This is an optimization exercise on Yosys and OpenROAD, whose aim is small area, not a production implementation.
The RTL was checked by simulation tests, not by an equivalence proof against the original design.
Power figures rest on the tool's default switching activity, not on a simulated workload.

==> 03-28 <==
==> flow/design.v (excerpt) <==
module top
(
	input logic clk, 
    input logic n_rst,
    input logic hsel, hwrite, 
    input logic [1:0] hsize, htrans,
    input logic [3:0] haddr, 
    input logic [31:0] hwdata,
    input logic dplus_i, dminus_i,
    output logic [31:0] hrdata,
    output logic hresp, d_mode,
    output logic dplus_o, dminus_o
);
==> module data_buffer_rx, before the edit <==
module data_buffer_rx #(parameter DW = 32) (
    input logic get_rx_data, store_rx_packet_data, flush, clk, n_rst,
    input logic [DW-1:0] rx_packet_data,
    output logic [DW-1:0] rx_data,
    output logic [5:0] buffer_occupancy_rx
);
    logic [6:0] wp;
    logic [5:0] rp;
    logic lapped, wvalid;
    logic [5:0] rp_q;             
    logic rv_q;                   
    logic [5:0] wa_q;             
    logic we_q;                   
    logic [DW-1:0] mem [64];
    wire full  = (rp == 6'd63);
    wire empty = (wp == 7'd0);
    wire [5:0] wa = wp[5:0];
    wire advance = store_rx_packet_data && !full;
    wire rvalid = (rp == wa) ? wvalid : (lapped || (rp < wa));
    always_ff @(posedge clk) begin
        if (we_q) mem[wa_q] <= rx_packet_data;
        wa_q <= wa;
        we_q <= store_rx_packet_data && !flush;
        if (!flush) begin
            rp_q <= rp;
            rv_q <= rvalid;
        end
    end
    logic [63:0] rsel;
    logic [DW-1:0] data_out;
    always_comb begin
        rsel = rv_q ? (64'd1 << rp_q) : 64'd0;
        data_out = '0;
        for (int i = 0; i < 64; i++) data_out = data_out | ({DW{rsel[i]}} & mem[i]);
    end
    always_ff @(posedge clk, negedge n_rst) begin
        if (!n_rst) begin
            wp <= '0;
            rp <= '0;
            lapped <= 1'b0;
            wvalid <= 1'b0;
            rx_data <= '0;
        end else begin
            rx_data <= get_rx_data ? data_out : rx_packet_data;
            if (flush) begin
                wp <= '0;
                rp <= '0;
                lapped <= 1'b0;
                wvalid <= 1'b0;
            end else begin
                if (advance) begin
                    wp <= wp + 7'd1;
                    lapped <= lapped || (wa == 6'd63);
                    wvalid <= lapped || (wa == 6'd63);
                end else begin
                    wvalid <= store_rx_packet_data;
                end
                if (get_rx_data && !full && !empty) rp <= rp + 6'd1;
            end
        end
    end
    assign buffer_occupancy_rx = wa - rp;
endmodule
export LEC_CHECK = 0
export CAP_MARGIN = 20
export CORE_MARGIN = 2
export CORE_UTILIZATION = 70
export PLACE_DENSITY = 0.8
export SLEW_MARGIN = 20
create_clock -name core_clock -period 10.0 [get_ports {clk}]
standard.sh (not shown) runs the stock make flow with config.mk's settings and CLKGATE_MAP_FILE= SYNTH_SCRIPT=/design/flow/synth_recipe.tcl, a recipe that flattens the netlist after the stock synthesis.
==> flow/flow/run.sh <==
#!/bin/bash
# Layout flow: the standard synthesis; then its combinational logic is
# re-mapped for area (registers untouched): the read of the RX buffer into the
# RX data register is built from one-hot AND-OR cells (rxread.py), the rest is
# re-mapped with an area-oriented ABC script (remap.tcl), and the result is
# checked against the standard netlist (eqnet.tcl, with the same registers).
# Then the standard layout, with clock tree synthesis run without dummy loads
# and with larger sink clusters, and the smallest buffer on the ports.
set -euo pipefail
W=$PWD
R=$W/orfs/results/$FLOW_PLATFORM/top/base
PLAT=$FLOW_HOME/platforms/$FLOW_PLATFORM
YOSYS=$(command -v yosys || echo $FLOW_HOME/../tools/install/yosys/bin/yosys)

# 1. standard synthesis only
bash standard.sh $R/1_2_yosys.v > synth.log 2>&1
cp $R/1_2_yosys.v $W/std_netlist.v

# 2. re-map
export LIBFILE=$PLAT/lib/sky130_fd_sc_hd__tt_025C_1v80.lib
export DONT_USE=$(sed -n '/DONT_USE_CELLS +=/,/^$/p' $PLAT/config.mk | grep -o 'sky130_fd_sc_hd__[a-z0-9_]*' | tr '\n' ' ')
export TOP=$FLOW_TOP ABCSCRIPT=$W/flow/area.abc
final=$W/std_netlist.v
if python3 $W/flow/rxread.py $W/std_netlist.v $W/surg_netlist.v $W/rxread_hm.v $W/rxread_stub.v > rxread.log 2>&1 \
   && STUB=$W/rxread_stub.v NETLIST=$W/surg_netlist.v OUT=$W/surg_remap.v $YOSYS -c $W/flow/remap.tcl > remap_surg.log 2>&1 \
   && NETLIST=$W/surg_remap.v MODULE=$W/rxread_hm.v OUT=$W/remap_netlist.v $YOSYS -c $W/flow/merge.tcl > merge.log 2>&1 \
   && A=$W/std_netlist.v B=$W/remap_netlist.v $YOSYS -c $W/flow/eqnet.tcl > eqnet.log 2>&1; then
  final=$W/remap_netlist.v
elif NETLIST=$W/std_netlist.v OUT=$W/remap_plain.v $YOSYS -c $W/flow/remap.tcl > remap_plain.log 2>&1 \
   && A=$W/std_netlist.v B=$W/remap_plain.v $YOSYS -c $W/flow/eqnet.tcl > eqnet_plain.log 2>&1; then
  final=$W/remap_plain.v
fi
echo "netlist: $final"
cp $final $R/1_2_yosys.v
touch $R/1_2_yosys.v

# 3. the rest of the standard layout
export BUFFER_PORTS_ARGS="-buffer_cell sky130_fd_sc_hd__buf_1"
export CTS_ARGS="-sink_clustering_enable -repair_clock_nets -dont_use_dummy_load -sink_clustering_size 25 -sink_clustering_max_diameter 80"
bash standard.sh > layout.log 2>&1
==> flow/flow/area.abc <==
&get -n
&st
&deepsyn -T 180
&dch -f
&nf -p -R 1000 -F 8 -A 4 -E 100 -C 32
&st
&dch -f
&nf -p -R 1000 -F 8 -A 4 -E 100 -C 32
&put
topo
Other scripts of this flow, unchanged in this note and not shown: flow/flow/eqnet.tcl, flow/flow/merge.tcl, flow/flow/remap.tcl, flow/flow/rxread.py
==> inputs of 08-12, as changes to 03-28 <==
--- a/flow/design.v
+++ b/flow/design.v
@@ -661,9 +661,4 @@
         if (we_q) mem[wa_q] <= rx_packet_data;
         wa_q <= wa;
-        we_q <= store_rx_packet_data && !flush;
-        if (!flush) begin
-            rp_q <= rp;
-            rv_q <= rvalid;
-        end
     end
     logic [63:0] rsel;
@@ -680,7 +675,11 @@
             lapped <= 1'b0;
             wvalid <= 1'b0;
+            rp_q <= '0;
+            rv_q <= 1'b0;
+            we_q <= 1'b0;
             rx_data <= '0;
         end else begin
             rx_data <= get_rx_data ? data_out : rx_packet_data;
+            we_q <= store_rx_packet_data && !flush;
             if (flush) begin
                 wp <= '0;
@@ -689,4 +688,6 @@
                 wvalid <= 1'b0;
             end else begin
+                rp_q <= rp;
+                rv_q <= rvalid;
                 if (advance) begin
                     wp <= wp + 7'd1;
==> flow/flow/area.abc (replaced) <==
&get -n
&st
&dch -f
&nf -p -R 1000 -F 8 -A 4 -E 100 -C 32
&st
&dch -f
&nf -p -R 1000 -F 8 -A 4 -E 100 -C 32
&put
topo
--- a/flow/config.mk
+++ b/flow/config.mk
@@ -8,5 +8,5 @@
 export CAP_MARGIN = 20
 export CORE_MARGIN = 2
-export CORE_UTILIZATION = 70
-export PLACE_DENSITY = 0.8
+export CORE_UTILIZATION = 60
+export PLACE_DENSITY = 0.7
 export SLEW_MARGIN = 20
==> inputs of 07-19, as changes to 03-28 <==
--- a/flow/design.v
+++ b/flow/design.v
@@ -661,9 +661,4 @@
         if (we_q) mem[wa_q] <= rx_packet_data;
         wa_q <= wa;
-        we_q <= store_rx_packet_data && !flush;
-        if (!flush) begin
-            rp_q <= rp;
-            rv_q <= rvalid;
-        end
     end
     logic [63:0] rsel;
@@ -680,7 +675,11 @@
             lapped <= 1'b0;
             wvalid <= 1'b0;
+            rp_q <= '0;
+            rv_q <= 1'b0;
+            we_q <= 1'b0;
             rx_data <= '0;
         end else begin
             rx_data <= get_rx_data ? data_out : rx_packet_data;
+            we_q <= store_rx_packet_data && !flush;
             if (flush) begin
                 wp <= '0;
@@ -689,4 +688,6 @@
                 wvalid <= 1'b0;
             end else begin
+                rp_q <= rp;
+                rv_q <= rvalid;
                 if (advance) begin
                     wp <= wp + 7'd1;
==> flow/flow/area.abc (replaced) <==
&get -n
&st
&dch -f
&nf -p -R 1000 -F 8 -A 4 -E 100 -C 32
&st
&dch -f
&nf -p -R 1000 -F 8 -A 4 -E 100 -C 32
&put
topo
==> summary of the runs <==
- In count of clock-buffer cells in the layout, 08-12 and 07-19 do not differ.
- In sequential power, 07-19 and 03-28 hardly differ.
- Setup slack, highest first: 03-28, 08-12, 07-19.
- Against 07-19, the via count of 03-28 is smaller by about 3.2%.
- In 03-28 the area after synthesis is smaller than in 07-19, by about 1.4%.
- Non-clock buffer count: 03-28 is higher than 08-12 (23).
- In 07-19 the first-iteration DRC count is lower than in 03-28, by 1.6%.
- Between 08-12 and 03-28, the lower worst hold slack is in 08-12 (gap 0.0063 ns).
==> figures <==
Run status: 03-28 timing/DRC/antenna clean; 07-19 timing/DRC/antenna clean; 08-12 timing/DRC/antenna clean
Net switching component of the power: 03-28 0.00589 W; 07-19 0.00490 W; 08-12 0.00489 W
Clock Latency Late Sink: 03-28 0.81 ns; 07-19 0.82 ns; 08-12 0.85 ns
Mean instance size in the synthesized netlist: 03-28 19.0 sq um; 07-19 18.3 sq um; 08-12 18.3 sq um
Maximum vdd drop: 03-28 0.000218 V; 07-19 0.000269 V; 08-12 0.000203 V
Core occupancy in the finished layout: 03-28 76.9%; 07-19 76.7%; 08-12 65.8%
Slew headroom: 03-28 8.01%; 07-19 9.72%; 08-12 8.48%
Layout cell share with drive strength beyond 1: 03-28 10.6%; 07-19 9.67%; 08-12 9.36%
Min-Delay Startpoint: 03-28 TXDBUFF.dline[0][2]; 07-19 TXDBUFF.dline[20][0]; 08-12 TXDBUFF.dline[15][0]
Number of clock buffers inserted by TritonCTS: 03-28 144; 07-19 146; 08-12 146
Die span in x: 03-28 393 microns; 07-19 396 microns; 08-12 427 microns
Data arrival, critical path: 03-28 3.26 ns; 07-19 3.33 ns; 08-12 3.28 ns
Fin worst setup slack: 03-28 4.74 ns; 07-19 4.67 ns; 08-12 4.72 ns
Power share of the combinational group: 03-28 11.4%; 07-19 6.4%; 08-12 6.4%
Buffering stage count on the worst path with inverters included: 03-28 3; 07-19 2; 08-12 2
Drt first pass iters: 03-28 12; 07-19 11; 08-12 13
Setup skew after layout: 03-28 0.0791 ns; 07-19 0.100 ns; 08-12 0.0809 ns

-- separate check: timing with driven ports --
The results above use ideal ports. As a check the final layouts listed here were re-extracted and re-timed, cells and wires unchanged. Step 1 assumes that a clkbuf_16 drives the clock port and a buf_2 every other input. Step 2, shift: input delay + t, output delay - t, t = (earliest + latest rising clock arrival at the registers) / 2. This alone moves slack from input paths to output paths. Slacks: ideal / step 1 / step 2; pairs: ideal / step 1.
run | t, ns | setup WS [ns] | worst setup path after step 2 | worst data-port slew with drivers (ns) | cell pins on the clock port's net
03-28 | 0.871 | 4.741 / 4.715 / 4.715 | input to output | 0.15 | 1
08-12 | 0.891 | 4.716 / 4.665 / 4.125 | input to register | 0.18 | 1
07-19 | 0.871 | 4.671 / 4.621 / 4.234 | input to register | 0.10 | 1
After both steps every run listed still meets setup and hold. For 08-12, which loses most, drivers alone change the setup slack by -0.051 ns; drivers and shift together by -0.591 ns.
